Context: an optimization exercise on an open-source flow, tuned for small area. The choices shown serve that exercise and are no tape-out recipe.
Only simulation tests tie the RTL to the original design; equivalence was not proved.
Power and IR drop assume default switching activity.

## flow/design.v (module list and top-level ports; edited modules follow where they fit)
// module tv80_alu: 356 lines
// module tv80_mcode: 2283 lines
// module tv80_reg: 35 lines
// module tv80_core: 1160 lines
// module tv80s: 122 lines
module tv80s ( 
  m1_n, mreq_n, iorq_n, rd_n, wr_n, rfsh_n, halt_n, busak_n, A, data_out,
  reset_n, clk, wait_n, int_n, nmi_n, busrq_n, data_in
  );
  // ...
==> flow/run.sh <==
#!/bin/bash
# synth_recipe.tcl (not shown) runs the flow's synth.tcl, then flattens the netlist and writes it again
# the make line also repeats each setting of config.mk as NAME=value (left out here)
make -C /OpenROAD-flow-scripts/flow DESIGN_CONFIG=/design/flow/config.mk WORK_HOME=/design/flow/orfs CLKGATE_MAP_FILE= SYNTH_SCRIPT=/design/flow/synth_recipe.tcl finish
==> flow/config.mk <==
export PLATFORM = sky130hd
export DESIGN_NAME = tv80s
export DESIGN_NICKNAME = tv80s
export VERILOG_FILES = /design/flow/design.v
export SDC_FILE = /design/flow/constraint.sdc
export NUM_CORES = 4
export LEC_CHECK = 0
export CAP_MARGIN = 20
export CORE_MARGIN = 2
export CORE_UTILIZATION = 40
export SLEW_MARGIN = 20
==> flow/constraint.sdc <==
create_clock -name core_clock -period 10.0 [get_ports {clk}]
set_input_delay 2.0000 -clock core_clock [delete_from_list [all_inputs] [get_ports {clk}]]
set_output_delay 2.0000 -clock core_clock [all_outputs]
set_load 0.01 [all_outputs]
==> run_results.csv, run 1 <==
group,metric,value,unit
synth,ys_ff_latch,367,
power_and_ir_drop,comb_power_share,0.655,
clock_tree,numCtsBuffers,45,
drt,num_vias,44100,
synth,yosysMostFrequentCell,"nand2_1",
place,gp_congestion,1.13,
cells_and_area,nets,4892,
cells_and_area,final_cells,5991,
power_and_ir_drop,pwr-share-seq,0.204,
power_and_ir_drop,power,0.0125,W
timing,fin_crit_sh,0.871,
hold_path,hold_path.class,"flop to flop",
drt,wl_met1,91700,um
status,status,"complete, no violations",
worst_setup_path,critPathMaxStageDelay,0.88,ns
worst_setup_path,worstSetupPathDepth,28,
hold_path,whs_endpoint,"i_tv80_core.A[11]$_SDFFE_PN0P_",
die,die_h,304,um
power_and_ir_drop,irDropWorstVdd,0.215,mV
drt,via_per_inst,7.37,
global_routing,use_met1,0.643,
job,drv_cap,0,
drt,firstDrtPassIters,9,
synth,synthXorXnorAreaFrac,0.0262,
timing,fin_ws,1.29,ns
cells_and_area,largestRegisters,"i_tv80_core.i_reg.RegsH: 64 flops, i_tv80_core.i_reg.RegsL: 64 flops",
global_routing,grt_pass1_vias,40100,
cells_and_area,utilization,0.443,
worst_setup_path,cp.required,10.31,ns
==> run 2: changes to the inputs <==
==> flow/flow/run.sh (new file) <==
#!/bin/bash
# Standard synthesis, then an area-oriented re-mapping of the combinational
# logic only (flip-flops keep their names and cell types), then the standard
# layout steps.
set -euo pipefail
HERE=$(pwd)
R=$HERE/orfs/results/$FLOW_PLATFORM/tv80s/base
EXTRA=$(cat flow/extra_make_args 2>/dev/null || true)

bash standard.sh synth > $HERE/1_standard_synth.log 2>&1
cp $R/1_2_yosys.v $HERE/1_2_yosys.standard.v

export REMAP_LIB=$FLOW_HOME/platforms/$FLOW_PLATFORM/lib/sky130_fd_sc_hd__tt_025C_1v80.lib
export REMAP_IN=$HERE/1_2_yosys.standard.v
export REMAP_OUT=$HERE/1_2_yosys.remap.v
export REMAP_TOP=$FLOW_TOP
export REMAP_SCRIPT=$HERE/flow/remap.abc
export REMAP_DONT_USE="$(sed -n '/^export DONT_USE_CELLS += /,/^$/p' $FLOW_HOME/platforms/$FLOW_PLATFORM/config.mk | tr -d '\\' | sed 's/export DONT_USE_CELLS +=//' | grep -o 'sky130_[A-Za-z0-9_]*' | tr '\n' ' ')"
yosys -c flow/remap.tcl > $HERE/1_remap.log 2>&1

# the remapped netlist replaces the standard one; make then rebuilds only 1_synth.odb
cp $REMAP_OUT $R/1_2_yosys.v
rm -f $R/1_synth.odb $R/1_synth.sdc
bash standard.sh $EXTRA synth > $HERE/1_odb.log 2>&1
bash standard.sh $EXTRA finish > $HERE/2_finish.log 2>&1
==> flow/flow/remap.abc (new file) <==
strash
&get -n
&deepsyn -T 120
&put
dch -f
map -D 5000
topo
==> flow/flow/remap.tcl (new file) <==
# Re-map the combinational logic of the standard synthesis netlist with an
# area-oriented ABC script. Flip-flops (and their instance names and cell
# types) are kept exactly as the standard synthesis made them.
yosys -import
set lib $::env(REMAP_LIB)
read_liberty -ignore_miss_func $lib
read_verilog $::env(REMAP_IN)
hierarchy -top $::env(REMAP_TOP)
setattr -mod -set keep_hierarchy 1 sky130_fd_sc_hd__df* sky130_fd_sc_hd__edf* sky130_fd_sc_hd__sdf* sky130_fd_sc_hd__dl* sky130_fd_sc_hd__conb*
tee -o $::env(REMAP_OUT).before.stat stat
flatten
opt_clean -purge
set dontuse {}
foreach c $::env(REMAP_DONT_USE) { lappend dontuse -dont_use $c }
abc -liberty $lib {*}$dontuse -script $::env(REMAP_SCRIPT) $::env(REMAP_TOP)
opt_clean -purge
hilomap -singleton -hicell sky130_fd_sc_hd__conb_1 HI -locell sky130_fd_sc_hd__conb_1 LO $::env(REMAP_TOP)
splitnets
opt_clean -purge
tee -o $::env(REMAP_OUT).after.stat stat
select $::env(REMAP_TOP)
write_verilog -noattr -noexpr -nohex -nodec -selected $::env(REMAP_OUT)
==> flow/standard.sh (new file) <==
#!/bin/bash
# synth_recipe.tcl (not shown) runs the flow's synth.tcl, then flattens the netlist and writes it again
# the make line also repeats each setting of config.mk as NAME=value (left out here)
make -C /OpenROAD-flow-scripts/flow DESIGN_CONFIG=/design/flow/config.mk WORK_HOME=/design/flow/orfs CLKGATE_MAP_FILE= SYNTH_SCRIPT=/design/flow/synth_recipe.tcl "${@:-finish}"
removed: flow/run.sh
==> run_results.csv, run 2 <==
group,metric,value,unit
status,status,"complete, no violations",
timing,worst_pin_slew,1.31,ns
cells_and_area,area_growth,16.5,%
drt,num_vias,33700,
hold_path,worstHoldPathCells,2,
power_and_ir_drop,power,0.00753,W
synth,synth-warning-count,5,
cells_and_area,final_cell_mix,"nor2_1 (605), clkinv_1 (583), nand2_1 (496)",
worst_setup_path,critical_path_class,"flop to flop",
drt,wl_met1,61900,um
clock_tree,clock_latency,0.62,ns
die,core_area,63200,um2
synth,syn-num-nets,3684,
drt,routed_wl,170000,um
clock_tree,path_clk_slew,0.06,ns
place,placed_area,28400,um2
drt,antenna_left,0,
worst_setup_path,arrival,9.33,ns
synth,synth_area_per_cell,6.99,um2
place,gp_congestion,1.15,
global_routing,grt_pass1_wl,235000,um
timing,hold_viol_final,0,
place,dp_hpwl,133000,um
timing,clock_skew,0.0330,ns
job,drv_cap,0,
timing,tns,0,ns
timing,finalSetupViolCount,0,
drt,wl_met3,27400,um
cells_and_area,largestRegisters,"i_tv80_core.i_reg.RegsH: 64 flops, i_tv80_core.i_reg.RegsL: 64 flops",
drt,drc,0,
power_and_ir_drop,p_leak,10.4,nW
clock_tree,clock_sinks,367,
timing,relSlewSlack,0.121,
cells_and_area,layout_commonest_cell,"nor2_1",
global_routing,grt_usage,0.495,
clock_tree,cts.path.max_buffers,3,
die,die_area,66200,um2
cells_and_area,drive_gt1_frac,0.0688,
synth,synthCells,3670,
worst_setup_path,critPathMostFrequentCell,"clkinv_1",
die,num_io_pins,46,
worst_setup_path,critPathMaxStageDelay,0.52,ns
die,start_util,0.406,
drt,routedWlPerCell,35.3,um
worst_setup_path,slowest_stage,"nor2_1",
cells_and_area,fin_area,29900,um2
worst_setup_path,critPathMaxFanout,11,
worst_setup_path,cp-start-kind,"flop",
clock_tree,post_cts_buffers,0,
global_routing,grt_max_degree,45,
timing,fmax,0.112,GHz
die,die_h,257,um
worst_setup_path,reg2reg_depth,39,
drt,route.met2.wl,66800,um
timing,timing.hold.ws,0.453,ns
clock_tree,cts_root_buffer,"clkbuf_16",
power_and_ir_drop,p_per_area,252,nW/um2
drt,drt_iter0_markers,6679,
clock_tree,hold_buffers,0,
die,rows,92,
worst_setup_path,cp.required,10.39,ns
cells_and_area,nets,3932,
drt,firstDrtPassIters,10,
hold_path,hold_path.class,"flop to flop",
die,die_w,257,um
clock_tree,cts.repair.resized,0,
clock_tree,cts_tree,"built",
clock_tree,htree_levels,2,
cells_and_area,utilization,0.473,
global_routing,grt_overflow_total,0,
drt,via_per_inst,7.02,
clock_tree,numCtsBuffers,43,
drt,top_layer,"met5",
global_routing,antenna_found_initial,8,
worst_setup_path,critPathCaptureType,"flop",
timing,fin_crit_sh,0.894,
power_and_ir_drop,irDropWorstVdd,0.177,mV
global_routing,grt_pass1_vias,30700,
timing,maxSlewViolCount,0,
timing,min_period,8.94,ns
place,portBuffers,45,
timing,rsz0062_at_grt,"false",
synth,syn_area,25600,um2
==> run 2: layout make-up <==
cell class                 instances  area, um2
fill                            6551      33300
multi-input combinational       2723      14500
sequential                       367       9050
inverter                         580       2180
timing repair buffer             203       1630
clock buffer                      51       1150
tap                              846       1060
clock inverter                    27        312
antenna                            7       17.5
==> run 2: path summary, 6_finish.rpt <==
kind	from	slack, ns	end
max	i_tv80_core.IR[5]$_SDFFE_PN0P_	1.06	i_tv80_core.i_reg.RegsH[3][7]$_DFFE_PP_
min	i_tv80_core.Ap[7]$_SDFFE_PN1P_	0.45	i_tv80_core.Ap[7]$_SDFFE_PN1P_
min reg2reg	i_tv80_core.Ap[7]$_SDFFE_PN1P_	0.45	i_tv80_core.Ap[7]$_SDFFE_PN1P_
max reg2reg	i_tv80_core.IR[5]$_SDFFE_PN0P_	1.06	i_tv80_core.i_reg.RegsH[3][7]$_DFFE_PP_
==> run 2: through the flow <==
step | worst slack, ns | cells
after floorplan | 1.71 | 3670
after global placement | 1.18 | 4719
after detailed placement | 0.876 | 4719
after CTS | 0.833 | 4797
after global routing | 0.0983 | 4798
final | 1.06 | 4804
==> run 2: worst max-delay path, delay by kind of cell, from the launching register on <==
| kind | cells | cell delay, ns |
|---|---|---|
| AO/OA/AOI/OAI | 11 | 2.79 |
| XOR/XNOR | 3 | 0.74 |
| buffers and inverters | 7 | 1.05 |
| flip-flops | 1 | 0.31 |
| multiplexers | 1 | 0.17 |
| AND/OR/NAND/NOR | 17 | 3.64 |
==> run 2: report_power, final <==
| part | switching [W] | internal, W |
|---|---|---|
| Combinational | 0.00280 | 0.00105 |
| Sequential | 0.000225 | 0.00177 |
| Clock | 0.000729 | 0.000961 |
| Total | 0.00375 | 0.00378 |
==> run 2: routing by layer <==
layer  track usage  vias to the layer above
met5       0.00731                        -
met2         0.699                     3157
met3         0.203                      831
li1              -                    13900
met4         0.299                        6
met1         0.626                    15800
==> module tv80_core, before the edit <==
module tv80_core ( 
  m1_n, iorq, no_read, write, rfsh_n, halt_n, busak_n, A, data_out, mc, ts,
  intcycle_n, IntE, stop, 
  reset_n, clk, cen, wait_n, int_n, nmi_n, busrq_n, dinst, data_in
  );
  parameter Mode = 1;    
  parameter IOWait = 1;  
  parameter Flag_C = 0;
  parameter Flag_N = 1;
  parameter Flag_P = 2;
  parameter Flag_X = 3;
  parameter Flag_H = 4;
  parameter Flag_Y = 5;
  parameter Flag_Z = 6;
  parameter Flag_S = 7;
  input     reset_n;            
  input     clk;                
  input     cen;                
  input     wait_n;             
  input     int_n;              
  input     nmi_n;              
  input     busrq_n;            
  output    m1_n;               
  output    iorq;               
  output    no_read;            
  output    write;              
  output    rfsh_n;             
  output    halt_n;             
  output    busak_n;            
  output [15:0] A; 
  input [7:0]   dinst;  
  input [7:0]   data_in;
  output [7:0]  data_out;
  output [6:0]  mc;     
  output [6:0]  ts;     
  output        intcycle_n;     
  output        IntE;           
  output        stop;           
  reg    m1_n;          
  reg    iorq;          
  reg    rfsh_n;                
  reg    halt_n;                
  reg    busak_n;               
  reg [15:0] A; 
  reg [7:0]  data_out;
  reg [6:0]  mc;        
  reg [6:0]  ts;        
  reg   intcycle_n;     
  reg   IntE;           
  reg   stop;           
  parameter     aNone    = 3'b111;
  parameter     aBC      = 3'b000;
  parameter     aDE      = 3'b001;
  parameter     aXY      = 3'b010;
  parameter     aIOA     = 3'b100;
  parameter     aSP      = 3'b101;
  parameter     aZI      = 3'b110;
  reg [7:0]     ACC, F;
  reg [7:0]     Ap, Fp;
  reg [7:0]     I;
  reg [7:0]     R;
  reg [15:0]    SP, PC;
  reg [7:0]     RegDIH;
  reg [7:0]     RegDIL;
  wire [15:0]   RegBusA;
  wire [15:0]   RegBusB;
  wire [15:0]   RegBusC;
  reg [2:0]     RegAddrA_r;
  reg [2:0]     RegAddrA;
  reg [2:0]     RegAddrB_r;
  reg [2:0]     RegAddrB;
  reg [2:0]     RegAddrC;
  reg           RegWEH;
  reg           RegWEL;
  reg           Alternate;
  reg [15:0]    TmpAddr;         
  reg [7:0]     IR;              
  reg [1:0]     ISet;            
  reg [15:0]    RegBusA_r;
  reg [15:0]    ID16;
  reg [7:0]     Save_Mux;
  reg [6:0]     tstate;
  reg [6:0]     mcycle;
  reg           last_mcycle, last_tstate;
  reg           IntE_FF1;
  reg           IntE_FF2;
  reg           Halt_FF;
  reg           BusReq_s;
  reg           BusAck;
  reg           ClkEn;
  reg           NMI_s;
  reg           INT_s;
  reg [1:0]     IStatus;
  reg [7:0]     data_in_reg;
  reg           T_Res;
  reg [1:0]     XY_State;
  reg [2:0]     Pre_XY_F_M;
  reg           NextIs_XY_Fetch;
  reg           XY_Ind;
  reg           No_BTR;
  reg           BTR_r;
  reg           Auto_Wait;
  reg           Auto_Wait_t1;
  reg           Auto_Wait_t2;
  reg           IncDecZ;
  reg [7:0]     BusB;
  reg [7:0]     BusA;
  wire [7:0]    ALU_Q;
  wire [7:0]    F_Out;
  reg [4:0]     Read_To_Reg_r;
  reg           Arith16_r;
  reg           Z16_r;
  reg [3:0]     ALU_Op_r;
  reg           Save_ALU_r;
  reg           PreserveC_r;
  reg [2:0]     mcycles;
  wire [2:0]    mcycles_d;
  wire [2:0]    tstates;
  reg           IntCycle;
  reg           NMICycle;
  wire          Inc_PC;
  wire          Inc_WZ;
  wire [3:0]    IncDec_16;
  wire [1:0]    Prefix;
  wire          Read_To_Acc;
  wire          Read_To_Reg;
  wire [3:0]     Set_BusB_To;
  wire [3:0]     Set_BusA_To;
  wire [3:0]     ALU_Op;
  wire           Save_ALU;
  wire           PreserveC;
  wire           Arith16;
  wire [2:0]     Set_Addr_To;
  wire           Jump;
  wire           JumpE;
  wire           JumpXY;
  wire           Call;
  wire           RstP;
  wire           LDZ;
  wire           LDW;
  wire           LDSPHL;
  wire           iorq_i;
  wire [2:0]     Special_LD;
  wire           ExchangeDH;
  wire           ExchangeRp;
  wire           ExchangeAF;
  wire           ExchangeRS;
  wire           I_DJNZ;
  wire           I_CPL;
  wire           I_CCF;
  wire           I_SCF;
  wire           I_RETN;
  wire           I_BT;
  wire           I_BC;
  wire           I_BTR;
  wire           I_RLD;
  wire           I_RRD;
  wire           I_INRC;
  wire           SetDI;
  wire           SetEI;
  wire [1:0]     IMode;
  wire           Halt;
  reg [15:0]     PC16;
  reg [15:0]     PC16_B;
  reg [15:0]     SP16, SP16_A, SP16_B;
  reg [15:0]     ID16_B;
  reg            Oldnmi_n;
  tv80_mcode #(Mode, Flag_C, Flag_N, Flag_P, Flag_X, Flag_H, Flag_Y, Flag_Z, Flag_S) i_mcode
    (
     .IR                   (IR),
     .ISet                 (ISet),
     .MCycle               (mcycle),
     .F                    (F),
     .NMICycle             (NMICycle),
     .IntCycle             (IntCycle),
     .MCycles              (mcycles_d),
     .TStates              (tstates),
     .Prefix               (Prefix),
     .Inc_PC               (Inc_PC),
     .Inc_WZ               (Inc_WZ),
     .IncDec_16            (IncDec_16),
     .Read_To_Acc          (Read_To_Acc),
     .Read_To_Reg          (Read_To_Reg),
     .Set_BusB_To          (Set_BusB_To),
     .Set_BusA_To          (Set_BusA_To),
     .ALU_Op               (ALU_Op),
     .Save_ALU             (Save_ALU),
     .PreserveC            (PreserveC),
     .Arith16              (Arith16),
     .Set_Addr_To          (Set_Addr_To),
     .IORQ                 (iorq_i),
     .Jump                 (Jump),
     .JumpE                (JumpE),
     .JumpXY               (JumpXY),
     .Call                 (Call),
     .RstP                 (RstP),
     .LDZ                  (LDZ),
     .LDW                  (LDW),
     .LDSPHL               (LDSPHL),
     .Special_LD           (Special_LD),
     .ExchangeDH           (ExchangeDH),
     .ExchangeRp           (ExchangeRp),
     .ExchangeAF           (ExchangeAF),
     .ExchangeRS           (ExchangeRS),
     .I_DJNZ               (I_DJNZ),
     .I_CPL                (I_CPL),
     .I_CCF                (I_CCF),
     .I_SCF                (I_SCF),
     .I_RETN               (I_RETN),
     .I_BT                 (I_BT),
     .I_BC                 (I_BC),
     .I_BTR                (I_BTR),
     .I_RLD                (I_RLD),
     .I_RRD                (I_RRD),
     .I_INRC               (I_INRC),
     .SetDI                (SetDI),
     .SetEI                (SetEI),
     .IMode                (IMode),
     .Halt                 (Halt),
     .NoRead               (no_read),
     .Write                (write)
     );
  tv80_alu #(Mode, Flag_C, Flag_N, Flag_P, Flag_X, Flag_H, Flag_Y, Flag_Z, Flag_S) i_alu
    (
     .Arith16              (Arith16_r),
     .Z16                  (Z16_r),
     .ALU_Op               (ALU_Op_r),
     .IR                   (IR[5:0]),
     .ISet                 (ISet),
     .BusA                 (BusA),
     .BusB                 (BusB),
     .F_In                 (F),
     .Q                    (ALU_Q),
     .F_Out                (F_Out)
     );
  function [6:0] number_to_bitvec;
    input [2:0] num;
    begin
      case (num)
        1 : number_to_bitvec = 7'b0000001;
        2 : number_to_bitvec = 7'b0000010;
        3 : number_to_bitvec = 7'b0000100;
        4 : number_to_bitvec = 7'b0001000;
        5 : number_to_bitvec = 7'b0010000;
        6 : number_to_bitvec = 7'b0100000;
        7 : number_to_bitvec = 7'b1000000;
        default : number_to_bitvec = 7'bx;
      endcase  
    end
  endfunction  
  always @( mcycle or mcycles or tstate or tstates)
    begin
      case (mcycles)
        1 : last_mcycle = mcycle[0];
        2 : last_mcycle = mcycle[1];
        3 : last_mcycle = mcycle[2];
        4 : last_mcycle = mcycle[3];
        5 : last_mcycle = mcycle[4];
        6 : last_mcycle = mcycle[5];
        7 : last_mcycle = mcycle[6];
        default : last_mcycle = 1'bx;
      endcase  
      case (tstates)
        0 : last_tstate = tstate[0];
        1 : last_tstate = tstate[1];
        2 : last_tstate = tstate[2];
        3 : last_tstate = tstate[3];
        4 : last_tstate = tstate[4];
        5 : last_tstate = tstate[5];
        6 : last_tstate = tstate[6];
        default : last_tstate = 1'bx;
      endcase
    end  
  always @( ALU_Q or BusAck or BusB or data_in_reg
           or ExchangeRp or IR or Save_ALU_r or Set_Addr_To or XY_Ind
           or XY_State or cen or last_tstate or mcycle)
    begin
      ClkEn = cen && ~ BusAck;
      if (last_tstate)
        T_Res = 1'b1;
      else T_Res = 1'b0;
      if (XY_State != 2'b00 && XY_Ind == 1'b0 &&
          ((Set_Addr_To == aXY) ||
           (mcycle[0] && IR == 8'b11001011) ||
           (mcycle[0] && IR == 8'b00110110)))
        NextIs_XY_Fetch = 1'b1;
      else 
        NextIs_XY_Fetch = 1'b0;
      if (ExchangeRp)
        Save_Mux = BusB;
      else if (!Save_ALU_r)
        Save_Mux = data_in_reg;
      else
        Save_Mux = ALU_Q;
    end  
  always @ (posedge clk)
    begin
      if (reset_n == 1'b0 ) 
        begin
          PC <= 0;   
          A <= 0;
          TmpAddr <= 0;
          IR <= 8'b00000000;
          ISet <= 2'b00;
          XY_State <= 2'b00;
          IStatus <= 2'b00;
          mcycles <= 3'b000;
          data_out <= 8'b00000000;
          ACC <= 8'hFF;
          F <= 8'hFF;
          Ap <= 8'hFF;
          Fp <= 8'hFF;
          I <= 0;
          R <= 0;
          SP <= 16'hFFFF;
          Alternate <= 1'b0;
          Read_To_Reg_r <= 5'b00000;
          Arith16_r <= 1'b0;
          BTR_r <= 1'b0;
          Z16_r <= 1'b0;
          ALU_Op_r <= 4'b0000;
          Save_ALU_r <= 1'b0;
          PreserveC_r <= 1'b0;
          XY_Ind <= 1'b0;
        end 
      else 
        begin
          if (ClkEn == 1'b1 ) 
            begin
              ALU_Op_r <= 4'b0000;
              Save_ALU_r <= 1'b0;
              Read_To_Reg_r <= 5'b00000;
              mcycles <= mcycles_d;
              if (IMode != 2'b11 ) 
                begin
                  IStatus <= IMode;
                end
              Arith16_r <= Arith16;
              PreserveC_r <= PreserveC;
              if (ISet == 2'b10 && ALU_Op[2] == 1'b0 && ALU_Op[0] == 1'b1 && mcycle[2] ) 
                begin
                  Z16_r <= 1'b1;
                end 
              else 
                begin
                  Z16_r <= 1'b0;
                end
              if (mcycle[0] && (tstate[1] | tstate[2] | tstate[3] )) 
                begin
                  if (tstate[2] && wait_n == 1'b1 ) 
                    begin
                      if (Mode < 2 ) 
                        begin
                          A[7:0] <= R;
                          A[15:8] <= I;
                          R[6:0] <= R[6:0] + 1;
                        end
                      if (Jump == 1'b0 && Call == 1'b0 && NMICycle == 1'b0 && IntCycle == 1'b0 && ~ (Halt_FF == 1'b1 || Halt == 1'b1) ) 
                        begin
                          PC <= PC16;
                        end
                      if (IntCycle == 1'b1 && IStatus == 2'b01 ) 
                        begin
                          IR <= 8'b11111111;
                        end 
                      else if (Halt_FF == 1'b1 || (IntCycle == 1'b1 && IStatus == 2'b10) || NMICycle == 1'b1 ) 
                        begin
                          IR <= 8'b00000000;
                        end 
                      else 
                        begin
                          IR <= dinst;
                        end
                      ISet <= 2'b00;
                      if (Prefix != 2'b00 ) 
                        begin
                          if (Prefix == 2'b11 ) 
                            begin
                              if (IR[5] == 1'b1 ) 
                                begin
                                  XY_State <= 2'b10;
                                end 
                              else 
                                begin
                                  XY_State <= 2'b01;
                                end
                            end 
                          else 
                            begin
                              if (Prefix == 2'b10 ) 
                                begin
                                  XY_State <= 2'b00;
                                  XY_Ind <= 1'b0;
                                end
                              ISet <= Prefix;
                            end
                        end 
                      else 
                        begin
                          XY_State <= 2'b00;
                          XY_Ind <= 1'b0;
                        end
                    end  
                end 
              else 
                begin
                  if (mcycle[5] ) 
                    begin
                      XY_Ind <= 1'b1;
                      if (Prefix == 2'b01 ) 
                        begin
                          ISet <= 2'b01;
                        end
                    end
                  if (T_Res == 1'b1 ) 
                    begin
                      BTR_r <= (I_BT || I_BC || I_BTR) && ~ No_BTR;
                      if (Jump == 1'b1 ) 
                        begin
                          A[15:8] <= data_in_reg;
                          A[7:0] <= TmpAddr[7:0];
                          PC[15:8] <= data_in_reg;
                          PC[7:0] <= TmpAddr[7:0];
                        end 
                      else if (JumpXY == 1'b1 ) 
                        begin
                          A <= RegBusC;
                          PC <= RegBusC;
                        end else if (Call == 1'b1 || RstP == 1'b1 ) 
                          begin
                            A <= TmpAddr;
                            PC <= TmpAddr;
                          end 
                        else if (last_mcycle && NMICycle == 1'b1 ) 
                          begin
                            A <= 16'b0000000001100110;
                            PC <= 16'b0000000001100110;
                          end 
                        else if (mcycle[2] && IntCycle == 1'b1 && IStatus == 2'b10 ) 
                          begin
                            A[15:8] <= I;
                            A[7:0] <= TmpAddr[7:0];
                            PC[15:8] <= I;
                            PC[7:0] <= TmpAddr[7:0];
                          end 
                        else 
                          begin
                            case (Set_Addr_To)
                              aXY :
                                begin
                                  if (XY_State == 2'b00 ) 
                                    begin
                                      A <= RegBusC;
                                    end 
                                  else 
                                    begin
                                      if (NextIs_XY_Fetch == 1'b1 )
                                        begin
                                          A <= PC;
                                        end 
                                      else 
                                        begin
                                          A <= TmpAddr;
                                        end
                                    end  
                                end  
                              aIOA :
                                begin
                                  if (Mode == 3 ) 
                                    begin
                                      A[15:8] <= 8'hFF;
                                    end 
                                  else if (Mode == 2 ) 
                                    begin
                                      A[15:8] <= data_in_reg;
                                    end 
                                  else 
                                    begin
                                      A[15:8] <= ACC;
                                    end
                                  A[7:0] <= data_in_reg;
                                end  
                              aSP :
                                begin
                                  A <= SP;
                                end
                              aBC :
                                begin
                                  if (Mode == 3 && iorq_i == 1'b1 ) 
                                    begin
                                      A[15:8] <= 8'hFF;
                                      A[7:0] <= RegBusC[7:0];
                                    end 
                                  else 
                                    begin
                                      A <= RegBusC;
                                    end
                                end  
                              aDE :
                                begin
                                  A <= RegBusC;
                                end
                              aZI :
                                begin                                  
                                  if (Inc_WZ == 1'b1 ) 
                                    begin
                                      A <= TmpAddr + 1;
                                    end 
                                  else 
                                    begin
                                      A[15:8] <= data_in_reg;
                                      A[7:0] <= TmpAddr[7:0];
                                    end
                                end  
                              default   :
                                begin                                    
                                  A <= PC;
                                end
                            endcase  
                          end  
                      Save_ALU_r <= Save_ALU;
                      ALU_Op_r <= ALU_Op;
                      if (I_CPL == 1'b1 ) 
                        begin
                          ACC <= ~ ACC;
                          F[Flag_Y] <= ~ ACC[5];
                          F[Flag_H] <= 1'b1;
                          F[Flag_X] <= ~ ACC[3];
                          F[Flag_N] <= 1'b1;
                        end
                      if (I_CCF == 1'b1 ) 
                        begin
                          F[Flag_C] <= ~ F[Flag_C];
                          F[Flag_Y] <= ACC[5];
                          F[Flag_H] <= F[Flag_C];
                          F[Flag_X] <= ACC[3];
                          F[Flag_N] <= 1'b0;
                        end
                      if (I_SCF == 1'b1 ) 
                        begin
                          F[Flag_C] <= 1'b1;
                          F[Flag_Y] <= ACC[5];
                          F[Flag_H] <= 1'b0;
                          F[Flag_X] <= ACC[3];
                          F[Flag_N] <= 1'b0;
                        end
                    end  
                  if (tstate[2] && wait_n == 1'b1 ) 
                    begin
                      if (ISet == 2'b01 && mcycle[6] ) 
                        begin
                          IR <= dinst;
                        end
                      if (JumpE == 1'b1 ) 
                        begin
                          PC <= PC16;
                        end 
                      else if (Inc_PC == 1'b1 ) 
                        begin
                          PC <= PC16;
                        end
                      if (BTR_r == 1'b1 ) 
                        begin
                          PC <= PC16;
                        end
                      if (RstP == 1'b1 ) 
                        begin
                          TmpAddr <= { 10'h0, IR[5:3], 3'h0 };
                        end
                    end
                  if (tstate[3] && mcycle[5] ) 
                    begin
                      TmpAddr <= SP16;
                    end
                  if ((tstate[2] && wait_n == 1'b1) || (tstate[4] && mcycle[0]) ) 
                    begin
                      if (IncDec_16[2:0] == 3'b111 ) 
                        begin
                          SP <= SP16;
                        end
                    end
                  if (LDSPHL == 1'b1 ) 
                    begin
                      SP <= RegBusC;
                    end
                  if (ExchangeAF == 1'b1 ) 
                    begin
                      Ap <= ACC;
                      ACC <= Ap;
                      Fp <= F;
                      F <= Fp;
                    end
                  if (ExchangeRS == 1'b1 ) 
                    begin
                      Alternate <= ~ Alternate;
                    end
                end  
              if (tstate[3] ) 
                begin
                  if (LDZ == 1'b1 ) 
                    begin
                      TmpAddr[7:0] <= data_in_reg;
                    end
                  if (LDW == 1'b1 ) 
                    begin
                      TmpAddr[15:8] <= data_in_reg;
                    end
                  if (Special_LD[2] == 1'b1 ) 
                    begin
                      case (Special_LD[1:0])
                        2'b00 :
                          begin
                            ACC <= I;
                            F[Flag_P] <= IntE_FF2;
                          end
                        2'b01 :
                          begin
                            ACC <= R;
                            F[Flag_P] <= IntE_FF2;
                          end
                        2'b10 :
                          I <= ACC;
                        default :
                          R <= ACC;
                      endcase
                    end
                end  
              if ((I_DJNZ == 1'b0 && Save_ALU_r == 1'b1) || ALU_Op_r == 4'b1001 ) 
                begin
                  if (Mode == 3 ) 
                    begin
                      F[6] <= F_Out[6];
                      F[5] <= F_Out[5];
                      F[7] <= F_Out[7];
                      if (PreserveC_r == 1'b0 ) 
                        begin
                          F[4] <= F_Out[4];
                        end
                    end 
                  else 
                    begin
                      F[7:1] <= F_Out[7:1];
                      if (PreserveC_r == 1'b0 ) 
                        begin
                          F[Flag_C] <= F_Out[0];
                        end
                    end
                end  
              if (T_Res == 1'b1 && I_INRC == 1'b1 ) 
                begin
                  F[Flag_H] <= 1'b0;
                  F[Flag_N] <= 1'b0;
                  if (data_in_reg[7:0] == 8'b00000000 )
                    begin
                      F[Flag_Z] <= 1'b1;
                    end 
                  else 
                    begin
                      F[Flag_Z] <= 1'b0;
                    end
                  F[Flag_S] <= data_in_reg[7];
                  F[Flag_P] <= ~ (^data_in_reg[7:0]);
                end  
              if (tstate[1] && Auto_Wait_t1 == 1'b0 ) 
                begin
                  data_out <= BusB;
                  if (I_RLD == 1'b1 ) 
                    begin
                      data_out[3:0] <= BusA[3:0];
                      data_out[7:4] <= BusB[3:0];
                    end
                  if (I_RRD == 1'b1 ) 
                    begin
                      data_out[3:0] <= BusB[7:4];
                      data_out[7:4] <= BusA[3:0];
                    end
                end
              if (T_Res == 1'b1 ) 
                begin
                  Read_To_Reg_r[3:0] <= Set_BusA_To;
                  Read_To_Reg_r[4] <= Read_To_Reg;
                  if (Read_To_Acc == 1'b1 ) 
                    begin
                      Read_To_Reg_r[3:0] <= 4'b0111;
                      Read_To_Reg_r[4] <= 1'b1;
                    end
                end
              if (tstate[1] && I_BT == 1'b1 ) 
                begin
                  F[Flag_X] <= ALU_Q[3];
                  F[Flag_Y] <= ALU_Q[1];
                  F[Flag_H] <= 1'b0;
                  F[Flag_N] <= 1'b0;
                end
              if (I_BC == 1'b1 || I_BT == 1'b1 ) 
                begin
                  F[Flag_P] <= IncDecZ;
                end
              if ((tstate[1] && Save_ALU_r == 1'b0 && Auto_Wait_t1 == 1'b0) ||
                  (Save_ALU_r == 1'b1 && ALU_Op_r != 4'b0111) ) 
                begin
                  case (Read_To_Reg_r)
                    5'b10111 :
                      ACC <= Save_Mux;
                    5'b10110 :
                      data_out <= Save_Mux;
                    5'b11000 :
                      SP[7:0] <= Save_Mux;
                    5'b11001 :
                      SP[15:8] <= Save_Mux;
                    5'b11011 :
                      F <= Save_Mux;
                  endcase
                end  
            end  
        end  
    end
  always @ (posedge clk)
    begin
      if (ClkEn == 1'b1 ) 
        begin
          RegAddrA_r <=  { Alternate, Set_BusA_To[2:1] };
          if (XY_Ind == 1'b0 && XY_State != 2'b00 && Set_BusA_To[2:1] == 2'b10 ) 
            begin
              RegAddrA_r <= { XY_State[1],  2'b11 };
            end
          RegAddrB_r <= { Alternate, Set_BusB_To[2:1] };
          if (XY_Ind == 1'b0 && XY_State != 2'b00 && Set_BusB_To[2:1] == 2'b10 ) 
            begin
              RegAddrB_r <= { XY_State[1],  2'b11 };
            end
          RegAddrC <= { Alternate,  Set_Addr_To[1:0] };
          if ((JumpXY == 1'b1 || LDSPHL == 1'b1) ) 
            begin
              RegAddrC <= { Alternate, 2'b10 };
            end
          if (((JumpXY == 1'b1 || LDSPHL == 1'b1) && XY_State != 2'b00) || (mcycle[5]) ) 
            begin
              RegAddrC <= { XY_State[1],  2'b11 };
            end
          if (I_DJNZ == 1'b1 && Save_ALU_r == 1'b1 && Mode < 2 ) 
            begin
              IncDecZ <= F_Out[Flag_Z];
            end
          if ((tstate[2] || (tstate[3] && mcycle[0])) && IncDec_16[2:0] == 3'b100 ) 
            begin
              if (ID16 == 0 ) 
                begin
                  IncDecZ <= 1'b0;
                end 
              else 
                begin
                  IncDecZ <= 1'b1;
                end
            end
          RegBusA_r <= RegBusA;
        end
    end  
  always @( Alternate or ExchangeDH or IncDec_16
           or RegAddrA_r or RegAddrB_r or XY_State or mcycle or tstate)
    begin
      if ((tstate[2] || (tstate[3] && mcycle[0] && IncDec_16[2] == 1'b1)) && XY_State == 2'b00)
        RegAddrA = { Alternate, IncDec_16[1:0] };
      else if ((tstate[2] || (tstate[3] && mcycle[0] && IncDec_16[2] == 1'b1)) && IncDec_16[1:0] == 2'b10)
        RegAddrA = { XY_State[1], 2'b11 };
      else if (ExchangeDH == 1'b1 && tstate[3])
        RegAddrA = { Alternate, 2'b10 };
      else if (ExchangeDH == 1'b1 && tstate[4])
        RegAddrA = { Alternate, 2'b01 };
      else
        RegAddrA = RegAddrA_r;
      if (ExchangeDH == 1'b1 && tstate[3])
        RegAddrB = { Alternate, 2'b01 };
      else
        RegAddrB = RegAddrB_r;
    end  
  always @( ALU_Op_r or Auto_Wait_t1 or ExchangeDH
           or IncDec_16 or Read_To_Reg_r or Save_ALU_r or mcycle
           or tstate or wait_n)
    begin
      RegWEH = 1'b0;
      RegWEL = 1'b0;
      if ((tstate[1] && Save_ALU_r == 1'b0 && Auto_Wait_t1 == 1'b0) ||
          (Save_ALU_r == 1'b1 && ALU_Op_r != 4'b0111) ) 
        begin
          case (Read_To_Reg_r)
            5'b10000 , 5'b10001 , 5'b10010 , 5'b10011 , 5'b10100 , 5'b10101 :
              begin
                RegWEH = ~ Read_To_Reg_r[0];
                RegWEL = Read_To_Reg_r[0];
              end
          endcase  
        end  
      if (ExchangeDH == 1'b1 && (tstate[3] || tstate[4]) ) 
        begin
          RegWEH = 1'b1;
          RegWEL = 1'b1;
        end
      if (IncDec_16[2] == 1'b1 && ((tstate[2] && wait_n == 1'b1 && mcycle != 3'b001) || (tstate[3] && mcycle[0])) ) 
        begin
          case (IncDec_16[1:0])
            2'b00 , 2'b01 , 2'b10 :
              begin
                RegWEH = 1'b1;
                RegWEL = 1'b1;
              end
          endcase
        end
    end  
  always @( ExchangeDH or ID16 or IncDec_16 or RegBusA_r
           or RegBusB or Save_Mux or mcycle or tstate)
    begin
      RegDIH = Save_Mux;
      RegDIL = Save_Mux;
      if (ExchangeDH == 1'b1 && tstate[3] ) 
        begin
          RegDIH = RegBusB[15:8];
          RegDIL = RegBusB[7:0];
        end
      else if (ExchangeDH == 1'b1 && tstate[4] ) 
        begin
          RegDIH = RegBusA_r[15:8];
          RegDIL = RegBusA_r[7:0];
        end
      else if (IncDec_16[2] == 1'b1 && ((tstate[2] && mcycle != 3'b001) || (tstate[3] && mcycle[0])) ) 
        begin
          RegDIH = ID16[15:8];
          RegDIL = ID16[7:0];
        end
    end
  tv80_reg i_reg
    (
     .clk                  (clk),
     .CEN                  (ClkEn),
     .WEH                  (RegWEH),
     .WEL                  (RegWEL),
     .AddrA                (RegAddrA),
     .AddrB                (RegAddrB),
     .AddrC                (RegAddrC),
     .DIH                  (RegDIH),
     .DIL                  (RegDIL),
     .DOAH                 (RegBusA[15:8]),
     .DOAL                 (RegBusA[7:0]),
     .DOBH                 (RegBusB[15:8]),
     .DOBL                 (RegBusB[7:0]),
     .DOCH                 (RegBusC[15:8]),
     .DOCL                 (RegBusC[7:0])
     );
  always @ (posedge clk)
    begin
      if (ClkEn == 1'b1 ) 
        begin
          case (Set_BusB_To)
            4'b0111 :
              BusB <= ACC;
            4'b0000 , 4'b0001 , 4'b0010 , 4'b0011 , 4'b0100 , 4'b0101 :
              begin
                if (Set_BusB_To[0] == 1'b1 ) 
                  begin
                    BusB <= RegBusB[7:0];
                  end 
                else 
                  begin
                    BusB <= RegBusB[15:8];
                  end
              end
            4'b0110 :
              BusB <= data_in_reg;
            4'b1000 :
              BusB <= SP[7:0];
            4'b1001 :
              BusB <= SP[15:8];
            4'b1010 :
              BusB <= 8'b00000001;
            4'b1011 :
              BusB <= F;
            4'b1100 :
              BusB <= PC[7:0];
            4'b1101 :
              BusB <= PC[15:8];
            4'b1110 :
              BusB <= 8'b00000000;
            default :
              BusB <= 8'hxx;
          endcase
          case (Set_BusA_To)
            4'b0111 :
              BusA <= ACC;
            4'b0000 , 4'b0001 , 4'b0010 , 4'b0011 , 4'b0100 , 4'b0101 :
              begin
                if (Set_BusA_To[0] == 1'b1 )
                  begin
                    BusA <= RegBusA[7:0];
                  end 
                else 
                  begin
                    BusA <= RegBusA[15:8];
                  end
              end
            4'b0110 :
              BusA <= data_in_reg;
            4'b1000 :
              BusA <= SP[7:0];
            4'b1001 :
              BusA <= SP[15:8];
            4'b1010 :
              BusA <= 8'b00000000;
            default :
              BusB <=  8'hxx;
          endcase
        end
    end
  always @ (posedge clk)
    begin
      if (reset_n == 1'b0 ) 
        begin
          rfsh_n <= 1'b1;
        end 
      else
        begin
          if (cen == 1'b1 ) 
            begin
              if (mcycle[0] && ((tstate[2]  && wait_n == 1'b1) || tstate[3]) ) 
                begin
                  rfsh_n <= 1'b0;
                end 
              else 
                begin
                  rfsh_n <= 1'b1;
                end
            end
        end
    end
  always @( BusAck or Halt_FF or I_DJNZ or IntCycle
           or IntE_FF1 or data_in or iorq_i or mcycle or tstate)
    begin
      mc = mcycle;
      ts = tstate;
      data_in_reg = data_in;
      halt_n = ~ Halt_FF;
      busak_n = ~ BusAck;
      intcycle_n = ~ IntCycle;
      IntE = IntE_FF1;
      iorq = iorq_i;
      stop = I_DJNZ;
    end
  always @ (posedge clk)
    begin : sync_inputs
      if (reset_n == 1'b0 ) 
        begin
          BusReq_s <= 1'b0;
          INT_s <= 1'b0;
          NMI_s <= 1'b0;
          Oldnmi_n <= 1'b0;
        end 
      else
        begin
          if (cen == 1'b1 ) 
            begin
              BusReq_s <= ~ busrq_n;
              INT_s <= ~ int_n;
              if (NMICycle == 1'b1 ) 
                begin
                  NMI_s <= 1'b0;
                end 
              else if (nmi_n == 1'b0 && Oldnmi_n == 1'b1 ) 
                begin
                  NMI_s <= 1'b1;
                end
              Oldnmi_n <= nmi_n;
            end
        end
    end
  always @ (posedge clk)
    begin
      if (reset_n == 1'b0 ) 
        begin
          mcycle <= 7'b0000001;
          tstate <= 7'b0000001;
          Pre_XY_F_M <= 3'b000;
          Halt_FF <= 1'b0;
          BusAck <= 1'b0;
          NMICycle <= 1'b0;
          IntCycle <= 1'b0;
          IntE_FF1 <= 1'b0;
          IntE_FF2 <= 1'b0;
          No_BTR <= 1'b0;
          Auto_Wait_t1 <= 1'b0;
          Auto_Wait_t2 <= 1'b0;
          m1_n <= 1'b1;
        end 
      else
        begin
          if (cen == 1'b1 ) 
            begin
              if (T_Res == 1'b1 ) 
                begin
                  Auto_Wait_t1 <= 1'b0;
                end 
              else 
                begin
                  Auto_Wait_t1 <= Auto_Wait || iorq_i;
                end
              Auto_Wait_t2 <= Auto_Wait_t1;
              No_BTR <= (I_BT && (~ IR[4] || ~ F[Flag_P])) ||
                        (I_BC && (~ IR[4] || F[Flag_Z] || ~ F[Flag_P])) ||
                        (I_BTR && (~ IR[4] || F[Flag_Z]));
              if (tstate[2] ) 
                begin
                  if (SetEI == 1'b1 ) 
                    begin
                      IntE_FF1 <= 1'b1;
                      IntE_FF2 <= 1'b1;
                    end
                  if (I_RETN == 1'b1 ) 
                    begin
                      IntE_FF1 <= IntE_FF2;
                    end
                end
              if (tstate[3] ) 
                begin
                  if (SetDI == 1'b1 ) 
                    begin
                      IntE_FF1 <= 1'b0;
                      IntE_FF2 <= 1'b0;
                    end
                end
              if (IntCycle == 1'b1 || NMICycle == 1'b1 ) 
                begin
                  Halt_FF <= 1'b0;
                end
              if (mcycle[0] && tstate[2] && wait_n == 1'b1 ) 
                begin
                  m1_n <= 1'b1;
                end
              if (BusReq_s == 1'b1 && BusAck == 1'b1 ) 
                begin
                end 
              else 
                begin
                  BusAck <= 1'b0;
                  if (tstate[2] && wait_n == 1'b0 ) 
                    begin
                    end 
                  else if (T_Res == 1'b1 ) 
                    begin
                      if (Halt == 1'b1 ) 
                        begin
                          Halt_FF <= 1'b1;
                        end
                      if (BusReq_s == 1'b1 ) 
                        begin
                          BusAck <= 1'b1;
                        end 
                      else 
                        begin
                          tstate <= 7'b0000010;
                          if (NextIs_XY_Fetch == 1'b1 ) 
                            begin
                              mcycle <= 7'b0100000;
                              Pre_XY_F_M <= mcycle;
                              if (IR == 8'b00110110 && Mode == 0 ) 
                                begin
                                  Pre_XY_F_M <= 3'b010;
                                end
                            end 
                          else if ((mcycle[6]) || (mcycle[5] && Mode == 1 && ISet != 2'b01) ) 
                            begin
                              mcycle <= number_to_bitvec(Pre_XY_F_M + 1);
                            end 
                          else if ((last_mcycle) ||
                                   No_BTR == 1'b1 ||
                                   (mcycle[1] && I_DJNZ == 1'b1 && IncDecZ == 1'b1) ) 
                            begin
                              m1_n <= 1'b0;
                              mcycle <= 7'b0000001;
                              IntCycle <= 1'b0;
                              NMICycle <= 1'b0;
                              if (NMI_s == 1'b1 && Prefix == 2'b00 ) 
                                begin
                                  NMICycle <= 1'b1;
                                  IntE_FF1 <= 1'b0;
                                end 
                              else if ((IntE_FF1 == 1'b1 && INT_s == 1'b1) && Prefix == 2'b00 && SetEI == 1'b0 ) 
                                begin
                                  IntCycle <= 1'b1;
                                  IntE_FF1 <= 1'b0;
                                  IntE_FF2 <= 1'b0;
                                end
                            end 
                          else 
                            begin
                              mcycle <= { mcycle[5:0], mcycle[6] };
                            end
                        end
                    end 
                  else 
                    begin    
                      if ( ~(Auto_Wait == 1'b1 && Auto_Wait_t2 == 1'b0) &&
                           ~(IOWait == 1 && iorq_i == 1'b1 && Auto_Wait_t1 == 1'b0) ) 
                        begin
                          tstate <= { tstate[5:0], tstate[6] };
                        end
                    end
                end
              if (tstate[0]) 
                begin
                  m1_n <= 1'b0;
                end
            end
        end
    end
  always @( BTR_r or data_in_reg or IncDec_16 or JumpE or PC
           or RegBusA or RegBusC or SP or tstate)
    begin
      if (JumpE == 1'b1 ) 
        begin
          PC16_B = { {8{data_in_reg[7]}}, data_in_reg };
        end 
      else if (BTR_r == 1'b1 ) 
        begin
          PC16_B = -2;
        end
      else
        begin
          PC16_B = 1;
        end
      if (tstate[3])
        begin
          SP16_A = RegBusC;
          SP16_B = { {8{data_in_reg[7]}}, data_in_reg };
        end
      else
        begin
          SP16_A = SP;
          if (IncDec_16[3] == 1'b1)
            SP16_B = -1;
          else
            SP16_B = 1;
        end
      if (IncDec_16[3])  
        ID16_B = -1;
      else
        ID16_B = 1;
      ID16 = RegBusA + ID16_B;
      PC16 = PC + PC16_B;
      SP16 = SP16_A + SP16_B;
    end  
  always @( IntCycle or NMICycle or mcycle)
    begin
      Auto_Wait = 1'b0;
      if (IntCycle == 1'b1 || NMICycle == 1'b1 ) 
        begin
          if (mcycle[0] ) 
            begin
              Auto_Wait = 1'b1;
            end
        end
    end  
endmodule  
==> run 3: changes to the inputs <==
--- a/flow/design.v
+++ b/flow/design.v
@@ -2752,3 +2752,2 @@
   reg [1:0]     ISet;            
-  reg [15:0]    RegBusA_r;
   reg [15:0]    ID16;
@@ -3429,3 +3428,2 @@
             end
-          RegBusA_r <= RegBusA;
         end
@@ -3483,3 +3481,3 @@
     end  
-  always @( ExchangeDH or ID16 or IncDec_16 or RegBusA_r
+  always @( ExchangeDH or ID16 or IncDec_16 or BusA or BusB
            or RegBusB or Save_Mux or mcycle or tstate)
@@ -3495,4 +3493,4 @@
         begin
-          RegDIH = RegBusA_r[15:8];
-          RegDIL = RegBusA_r[7:0];
+          RegDIH = BusA;
+          RegDIL = BusB;
         end
@@ -3584,2 +3582,7 @@
           endcase
+          if (ExchangeDH == 1'b1 && tstate[3])
+            begin
+              BusA <= RegBusA[15:8];
+              BusB <= RegBusA[7:0];
+            end
         end
--- a/flow/flow/run.sh
+++ b/flow/flow/run.sh
@@ -7,3 +7,5 @@
 R=$HERE/orfs/results/$FLOW_PLATFORM/tv80s/base
-EXTRA=$(cat flow/extra_make_args 2>/dev/null || true)
+# extra make variables for the layout steps, one per line
+EXTRA=()
+if [[ -f flow/make_args.txt ]]; then mapfile -t EXTRA < flow/make_args.txt; fi
 
@@ -23,3 +25,3 @@
 rm -f $R/1_synth.odb $R/1_synth.sdc
-bash standard.sh $EXTRA synth > $HERE/1_odb.log 2>&1
-bash standard.sh $EXTRA finish > $HERE/2_finish.log 2>&1
+bash standard.sh "${EXTRA[@]}" synth > $HERE/1_odb.log 2>&1
+bash standard.sh "${EXTRA[@]}" finish > $HERE/2_finish.log 2>&1
==> flow/flow/make_args.txt (new file) <==
BUFFER_PORTS_ARGS=-buffer_cell sky130_fd_sc_hd__buf_1
==> flow/flow/remap.abc (replaced) <==
strash
&get -n
&deepsyn -T 600
&put
dch -f
map -D 5000 -F 1
topo
==> run_results.csv, run 3 <==
group,metric,value,unit
job,drv_cap,0,
synth,syn_area,24800,um2
worst_setup_path,critPathMaxStageDelay,0.66,ns
clock_tree,post_cts_buffers,0,
drt,drc,0,
worst_setup_path,r2r_slack,0.44,ns
hold_path,whs_endpoint,"i_tv80_core.Ap[3]$_SDFFE_PN1P_",
synth,synthCells,3595,
worst_setup_path,reg2reg_depth,41,
place,portBuffers,45,
drt,via_per_inst,7.05,
cells_and_area,layout_commonest_cell,"nor2_1",
worst_setup_path,critical_path_class,"flop to flop",
global_routing,grt_overflow_total,0,
clock_tree,clock_sinks,351,
clock_tree,clock_latency,0.62,ns
drt,routed_wl,169000,um
synth,synth-warning-count,5,
die,num_io_pins,46,
power_and_ir_drop,comb_power_share,0.582,
drt,routedWlPerCell,35.8,um
die,rows,91,
clock_tree,numCtsBuffers,42,
power_and_ir_drop,p_sw_frac,0.544,
clock_tree,hold_buffers,0,
drt,drt_iter0_markers,6293,
power_and_ir_drop,p_per_area,296,nW/um2
cells_and_area,largestRegisters,"i_tv80_core.i_reg.RegsH: 64 flops, i_tv80_core.i_reg.RegsL: 64 flops",
die,start_util,0.403,
timing,fin_crit_sh,0.956,
global_routing,grt_pass1_wl,232000,um
drt,num_vias,33300,
timing,rsz0062_at_grt,"false",
worst_setup_path,critPathMostFrequentCell,"nand2_1",
clock_tree,path_clk_slew,0.07,ns
power_and_ir_drop,p_leak,9.70,nW
timing,finalSetupViolCount,0,
die,die_w,253,um
cells_and_area,fillerInstances,6440,
global_routing,grt_max_degree,41,
place,dp_hpwl,135000,um
worst_setup_path,timing.rr.start,"i_tv80_core.IR[4]$_SDFFE_PN0P_",
die,die_area,64100,um2
place,gp_congestion,1.19,
timing,clock_skew,0.0532,ns
timing,tns,0,ns
power_and_ir_drop,power_frac_clock,0.188,
clock_tree,cts.path.max_buffers,3,
hold_path,hold_path.class,"flop to flop",
global_routing,antenna_found_initial,19,
timing,min_period,9.56,ns
cells_and_area,area_growth,15.4,%
drt,antenna_left,0,
cells_and_area,utilization,0.466,
worst_setup_path,cp-start-kind,"flop",
worst_setup_path,worst-path-buf-inv,7,
timing,hold_viol_final,0,
clock_tree,cts_root_buffer,"clkbuf_16",
worst_setup_path,crit_family,"simple AND/OR/NAND/NOR gates",
worst_setup_path,slowest_stage,"a31oi_1",
power_and_ir_drop,p_switching,0.00462,W
worst_setup_path,cp.required,10.27,ns
timing,maxSlewViolCount,0,
status,status,"complete, no violations",
hold_path,min_from,"i_tv80_core.Ap[3]$_SDFFE_PN1P_",
cells_and_area,final_cell_mix,"nor2_1 (621), clkinv_1 (601), nand2_1 (434)",
power_and_ir_drop,pwr-share-seq,0.230,
timing,fmax,0.105,GHz
cells_and_area,drive_gt1_frac,0.0669,
worst_setup_path,reg2reg_to,"i_tv80_core.i_reg.RegsH[2][6]$_DFFE_PP_",
worst_setup_path,critPathMaxFanout,13,
worst_setup_path,critPathLaunch,"i_tv80_core.IR[4]$_SDFFE_PN0P_",
synth,syn-num-nets,3609,
clock_tree,htree_levels,2,
clock_tree,cts_tree,"built",
clock_tree,cts.repair.resized,0,
global_routing,grt_usage,0.514,
cells_and_area,nets,3854,
timing,worst_pin_slew,1.27,ns
die,die_h,253,um
worst_setup_path,critPathCaptureType,"flop",
worst_setup_path,arrival,9.83,ns
power_and_ir_drop,irDropWorstVdd,0.205,mV
power_and_ir_drop,p_int,0.00388,W
timing,relSlewSlack,0.131,
die,core_area,61600,um2
hold_path,worstHoldPathCells,2,
global_routing,grt_pass1_vias,30300,
synth,synth_area_per_cell,6.91,um2
drt,firstDrtPassIters,9,
## run 3: tightest hold or removal path, stage by stage (launching register included)
cell and delay, ns:
dfxtp_1 0.30, clkinv_1 0.05, a22oi_1 0.06
## run 3: final cells by class
class                   instances  area [um2]  area share
clock inverters                26         289      0.0101
multi-input cells            2646       14100       0.490
inverters                     598        2240      0.0783
diodes                         14        35.0     0.00122
well taps                     837        1050      0.0365
repair buffers                201        1340      0.0468
clock buffers                  48        1090      0.0381
flip-flops and latches        351        8570       0.299
## run 3: per-layer routing
| metal | up-vias | track usage | wire length [um] |
|---|---|---|---|
| met4 | 12 | 0.325 | 14200 |
| li1 | 13500 | - | - |
| met3 | 883 | 0.238 | 28200 |
| met2 | 3337 | 0.705 | 64300 |
| met1 | 15500 | 0.646 | 62000 |
| met5 | - | 0 | 84 |
## run 3: worst max path at each step
stage                                                    to  slack [ns]  depth (start not counted)
finish              i_tv80_core.i_reg.RegsH[2][6]$_DFFE_PP_        0.44                         41
global route        i_tv80_core.i_reg.RegsH[2][6]$_DFFE_PP_        0.02                         42
CTS                 i_tv80_core.i_reg.RegsH[5][6]$_DFFE_PP_        0.96                         41
detailed placement  i_tv80_core.i_reg.RegsH[0][6]$_DFFE_PP_         1.0                         41
global placement    i_tv80_core.i_reg.RegsH[0][6]$_DFFE_PP_        1.32                         41
floorplan           i_tv80_core.i_reg.RegsH[0][7]$_DFFE_PP_        2.20                         37
## run 3: power by group through the flow
stage	clock network [W]	logic, W	registers, W
2_1_floorplan	0	0.00251	0.00189
5_1_grt	0.00163	0.00504	0.00194
4_1_cts	0.00159	0.00458	0.00192
3_3_place_gp	0	0.00461	0.00195
6_report	0.00160	0.00494	0.00195
3_5_place_dp	0	0.00455	0.00195
## run 3: stage by stage
stage	area (um2)	hold slack, ns	cells	setup WS, ns	total power [W]
finish	28700	0.456	4721	0.438	0.00850
detailed placement	27200	0.444	4633	0.996	0.00650
floorplan	24800	0.415	3595	2.20	0.00440
CTS	28600	0.456	4707	0.964	0.00809
global route	28600	0.471	4707	0.0197	0.00862
global placement	27200	0.441	4633	1.32	0.00656
==> run 4: changes to the inputs <==
--- a/flow/config.mk
+++ b/flow/config.mk
@@ -10,2 +10,3 @@
 export CORE_UTILIZATION = 40
+export SETUP_SLACK_MARGIN = 0.3
 export SLEW_MARGIN = 20
==> run_results.csv, run 4 <==
group,metric,value,unit
worst_setup_path,slowest_stage,"nor2_1",
timing,timing.hold.ws,0.460,ns
timing,hold_viol_final,0,
timing,min_period,9.03,ns
power_and_ir_drop,power_frac_clock,0.174,
worst_setup_path,r2r_slack,0.97,ns
job,drv_cap,0,
worst_setup_path,critPathMaxFanout,10,
power_and_ir_drop,p_per_area,330,nW/um2
worst_setup_path,reg2reg_to,"i_tv80_core.i_reg.RegsH[3][5]$_DFFE_PP_",
die,die_area,63900,um2
worst_setup_path,critPathMaxStageDelay,0.51,ns
power_and_ir_drop,p_int,0.00414,W
drt,via_per_inst,6.98,
cells_and_area,fillerInstances,6537,
worst_setup_path,critPathCaptureType,"flop",
cells_and_area,nets,3839,
worst_setup_path,reg2reg_depth,43,
power_and_ir_drop,p_sw_frac,0.560,
clock_tree,hold_buffers,0,
clock_tree,htree_levels,2,
power_and_ir_drop,pwr-share-seq,0.223,
clock_tree,path_clk_slew,0.06,ns
timing,rsz0062_at_grt,"false",
die,die_w,253,um
clock_tree,numCtsBuffers,42,
drt,antenna_left,0,
die,num_io_pins,46,
drt,firstDrtPassIters,6,
synth,synthCells,3593,
place,gp_congestion,1.16,
cells_and_area,final_cell_mix,"nor2_1 (616), clkinv_1 (567), nand2_1 (498)",
synth,syn-num-nets,3607,
global_routing,grt_usage,0.505,
die,start_util,0.403,
drt,num_vias,32500,
worst_setup_path,arrival,9.36,ns
power_and_ir_drop,comb_power_share,0.602,
timing,worst_pin_slew,1.41,ns
die,rows,91,
worst_setup_path,critPathLaunch,"i_tv80_core.IR[0]$_SDFFE_PN0P_",
power_and_ir_drop,p_switching,0.00528,W
cells_and_area,fin_area,28500,um2
timing,maxSlewViolCount,0,
global_routing,grt_pass1_wl,228000,um
synth,syn_area,24800,um2
power_and_ir_drop,power,0.00942,W
synth,synth_area_per_cell,6.89,um2
cells_and_area,layout_commonest_cell,"nor2_1",
worst_setup_path,timing.rr.start,"i_tv80_core.IR[0]$_SDFFE_PN0P_",
worst_setup_path,cp.required,10.32,ns
hold_path,hold_path.class,"flop to flop",
timing,tns,0,ns
drt,routedWlPerCell,35.5,um
place,placed_area,27000,um2
cells_and_area,drive_gt1_frac,0.0674,
die,die_h,253,um
drt,drt_iter0_markers,5341,
clock_tree,post_cts_buffers,0,
drt,routed_wl,165000,um
power_and_ir_drop,p_leak,9.72,nW
worst_setup_path,cp-start-kind,"flop",
timing,fmax,0.111,GHz
die,core_area,61500,um2
clock_tree,cts_root_buffer,"clkbuf_16",
global_routing,antenna_found_initial,14,
global_routing,grt_overflow_total,0,
global_routing,grt_pass1_vias,29800,
drt,drc,0,
global_routing,grt_max_degree,38,
worst_setup_path,critical_path_class,"flop to flop",
cells_and_area,area_growth,15.2,%
cells_and_area,utilization,0.464,
clock_tree,clock_sinks,351,
power_and_ir_drop,irDropWorstVdd,0.222,mV
clock_tree,clock_latency,0.62,ns
place,dp_hpwl,131000,um
timing,relSlewSlack,0.0569,
clock_tree,cts.repair.resized,0,
cells_and_area,largestRegisters,"i_tv80_core.i_reg.RegsH: 64 flops, i_tv80_core.i_reg.RegsL: 64 flops",
status,status,"complete, no violations",
timing,fin_crit_sh,0.903,
clock_tree,cts.path.max_buffers,3,
place,portBuffers,45,
worst_setup_path,crit_end,"i_tv80_core.i_reg.RegsH[3][5]$_DFFE_PP_",
clock_tree,cts_tree,"built",
timing,finalSetupViolCount,0,
timing,clock_skew,0.0353,ns
synth,synth-warning-count,5,
==> run 4: metal layers <==
layer	vias up	GRT usage	routed length, um	part of all wire
li1	13500	-	-	-
met1	15200	0.616	59000	0.36
met2	2952	0.719	65900	0.40
met3	876	0.198	25200	0.15
met4	14	0.367	15200	0.092
met5	-	0	114	0.00069
==> run 4: critical path: cells and delay by family, from the launching register on <==
kind / cells / cell delay (ns)
and+or+nand+nor: 22 / 3.56
buffers and inverters: 7 / 1.63
AOI/OAI and AO/OA: 13 / 2.93
xor gates and xnor gates: 1 / 0.16
DFF: 1 / 0.47
==> run 4: layout make-up <==
type                       instances  area [um2]  share of cell area
sequential                       351        8570               0.300
inverter                         565        2130              0.0746
clock buffer                      50        1160              0.0408
tap                              790         988              0.0346
clock inverter                    28         268             0.00939
timing repair buffer             188        1240              0.0436
antenna                            9        22.5            0.000789
multi-input combinational       2677       14100               0.496
==> run 4: power by group through the flow <==
stage	clock network (W)	registers, W	logic [W]
4_1_cts	0.00163	0.00205	0.00527
5_1_grt	0.00168	0.00208	0.00584
6_report	0.00164	0.00210	0.00567
3_3_place_gp	0	0.00209	0.00528
3_5_place_dp	0	0.00208	0.00525
2_1_floorplan	0	0.00196	0.00299
==> run 4: how the worst min path moves through the flow <==
stage	slack (ns)	depth (start not counted)	to	start
after detailed placement	0.45	2	i_tv80_core.Auto_Wait_t2$_SDFF_PN0_	i_tv80_core.Auto_Wait_t1$_SDFF_PP0_
after CTS	0.46	2	i_tv80_core.Fp[1]$_SDFFE_PN1P_	i_tv80_core.Fp[1]$_SDFFE_PN1P_
after global routing	0.48	2	i_tv80_core.Fp[4]$_SDFFE_PN1P_	i_tv80_core.Fp[4]$_SDFFE_PN1P_
after global placement	0.44	2	i_tv80_core.Auto_Wait_t2$_SDFF_PN0_	i_tv80_core.Auto_Wait_t1$_SDFF_PP0_
after floorplan	0.42	2	i_tv80_core.Auto_Wait_t2$_SDFF_PN0_	i_tv80_core.Auto_Wait_t1$_SDFF_PP0_
final	0.46	2	i_tv80_core.Fp[0]$_SDFFE_PN1P_	i_tv80_core.Fp[0]$_SDFFE_PN1P_
==> run 4: per-stage QoR <==
stage               std cells  setup slack (ns)
floorplan                3593              2.18
global placement         4571              1.03
detailed placement       4571             0.790
CTS                      4649             0.760
global route             4649             0.310
finish                   4658             0.967
==> run 5: changes to the inputs <==
--- a/flow/config.mk
+++ b/flow/config.mk
@@ -10,2 +10,3 @@
 export CORE_UTILIZATION = 40
+export CTS_BUF_LIST = sky130_fd_sc_hd__clkbuf_8
 export SETUP_SLACK_MARGIN = 0.3
==> run_results.csv, run 5 <==
group,metric,value,unit
timing,relSlewSlack,0.211,
drt,routed_wl,163000,um
timing,fmax,0.113,GHz
timing,clock_skew,0.0522,ns
global_routing,grt_overflow_total,0,
clock_tree,htree_levels,3,
die,core_area,61400,um2
drt,firstDrtPassIters,9,
power_and_ir_drop,irDropWorstVdd,0.139,mV
clock_tree,numCtsBuffers,66,
clock_tree,cts_tree,"built",
cells_and_area,layout_commonest_cell,"nor2_1",
cells_and_area,nets,3810,
global_routing,grt_usage,0.499,
synth,synthCells,3535,
cells_and_area,largestRegisters,"i_tv80_core.i_reg.RegsH: 64 flops, i_tv80_core.i_reg.RegsL: 64 flops",
drt,num_vias,32500,
synth,synth-warning-count,5,
synth,syn-num-nets,3549,
place,placed_area,26900,um2
timing,tns,0,ns
worst_setup_path,crit_family,"compound AO/OA/AOI/OAI gates",
drt,via_per_inst,7.00,
drt,drt_iter0_markers,5629,
cells_and_area,fin_area,28300,um2
cells_and_area,register_area,8570,um2
die,die_w,252,um
clock_tree,cts_root_buffer,"clkbuf_8",
worst_setup_path,critPathCaptureType,"flop",
timing,hold_viol_final,0,
global_routing,antenna_found_initial,15,
status,status,"complete, no violations",
power_and_ir_drop,p_leak,9.63,nW
worst_setup_path,critical_path_class,"flop to flop",
clock_tree,clock_latency,0.72,ns
timing,finalSetupViolCount,0,
job,drv_cap,0,
clock_tree,cts.path.max_buffers,3,
synth,synth_area_per_cell,6.98,um2
timing,min_period,8.84,ns
cells_and_area,fillerInstances,6563,
synth,syn_area,24700,um2
cells_and_area,final_cell_mix,"nor2_1 (575), clkinv_1 (566), nand2_1 (451)",
worst_setup_path,critPathMaxStageDelay,0.55,ns
die,num_io_pins,46,
place,portBuffers,45,
cells_and_area,utilization,0.460,
clock_tree,clock_sinks,351,
place,dp_hpwl,126000,um
place,dp.cells,4517,
clock_tree,hold_buffers,0,
place,gp_congestion,1.16,
worst_setup_path,cp-start-kind,"flop",
global_routing,grt_pass1_wl,225000,um
cells_and_area,multi_input_area,14000,um2
global_routing,grt_pass1_vias,29700,
timing,rsz0062_at_grt,"false",
worst_setup_path,cp.required,10.30,ns
die,start_util,0.402,
worst_setup_path,arrival,9.14,ns
worst_setup_path,slowest_stage,"dfxtp_2",
worst_setup_path,critPathMaxFanout,10,
power_and_ir_drop,p_per_area,316,nW/um2
timing,fin_crit_sh,0.884,
die,die_h,252,um
drt,routedWlPerCell,35.1,um
timing,worst_pin_slew,1.18,ns
clock_tree,cts.repair.resized,0,
power_and_ir_drop,power,0.00892,W
worst_setup_path,worst-path-buf-inv,8,
die,rows,91,
timing,maxSlewViolCount,0,
cells_and_area,drive_gt1_frac,0.0739,
hold_path,hold_path.class,"flop to flop",
cells_and_area,area_growth,14.5,%
clock_tree,post_cts_buffers,0,
drt,antenna_left,0,
global_routing,grt_max_degree,34,
clock_tree,path_clk_slew,0.06,ns
drt,drc,0,
cells_and_area,final_cells,4641,
die,die_area,63700,um2
run 5: cell type report:
| cell class | instances | area share |
|---|---|---|
| Multi-Input combinational cell | 2621 | 0.497 |
| Inverter | 563 | 0.0749 |
| Clock buffer | 72 | 0.0351 |
| Clock inverter | 45 | 0.00921 |
| Tap cell | 790 | 0.0350 |
| Sequential cell | 351 | 0.303 |
| Timing Repair Buffer | 193 | 0.0453 |
| Antenna cell | 6 | 0.000531 |
run 5: worst paths after layout:
check	depth (start not counted)	startpoint	slack [ns]	to
max	41	i_tv80_core.IR[4]$_SDFFE_PN0P_	1.16	i_tv80_core.i_reg.RegsH[2][4]$_DFFE_PP_
min	2	i_tv80_core.Auto_Wait_t1$_SDFF_PP0_	0.44	i_tv80_core.Auto_Wait_t2$_SDFF_PN0_
max reg2reg	41	i_tv80_core.IR[4]$_SDFFE_PN0P_	1.16	i_tv80_core.i_reg.RegsH[2][4]$_DFFE_PP_
min reg2reg	2	i_tv80_core.Auto_Wait_t1$_SDFF_PP0_	0.44	i_tv80_core.Auto_Wait_t2$_SDFF_PN0_
run 5: layer usage:
metal	track usage	up-vias	wire, um
met1	0.621	15100	59700
li1	-	13500	-
met2	0.699	2992	63600
met3	0.204	892	25000
met5	0	-	108
met4	0.341	14	14600
run 5: stage by stage:
step / setup slack (ns) / hold WS, ns
4_1_cts: 0.757 / 0.446
6_report: 1.16 / 0.443
5_1_grt: 0.361 / 0.466
3_5_place_dp: 0.766 / 0.436
3_3_place_gp: 0.998 / 0.432
2_1_floorplan: 2.51 / 0.418
run 5: tightest hold or removal path: stages (launching register included):
cell and delay (ns):
dfxtp_1 0.30, clkinv_1 0.06, nor2_1 0.04
run 5: where the power goes:
group	internal, W	total, W	switching [W]
registers	0.00174	0.00201	0.000273
clock network	0.000718	0.00144	0.000722
logic	0.00142	0.00547	0.00405

==> what the ideal ports hide <==
The flow's constraints put no driver on any port. The routed layouts listed below were extracted and timed again, unchanged, in two steps.
Step 1 sets driving cells, clkbuf_16 on the clock port and buf_2 on the other inputs (assumed; they add their load-dependent delay and slew).
Step 2 adds t to the input delays and takes it off the output delays; t is the mean of the earliest and latest rising clock arrival at the registers after step 1. Input paths then give back, and output paths get back, about the clock's delay inside the block.
a / b / c = ideal / step 1 / step 2; a / b = the first two.
run | t (ns) | slack for setup (ns) | hold WS [ns]
run 1 | 0.697 | 1.293 / 1.293 / 1.293 | 0.456 / 0.456 / 0.456
run 2 | 0.667 | 1.059 / 1.060 / 1.060 | 0.453 / 0.453 / 0.453
run 3 | 0.661 | 0.438 / 0.438 / 0.438 | 0.456 / 0.456 / 0.456
run 4 | 0.669 | 0.967 / 0.967 / 0.967 | 0.460 / 0.460 / 0.460
run 5 | 0.756 | 1.159 / 1.159 / 1.159 | 0.443 / 0.443 / 0.443
After both steps setup and hold are still met in every run listed.
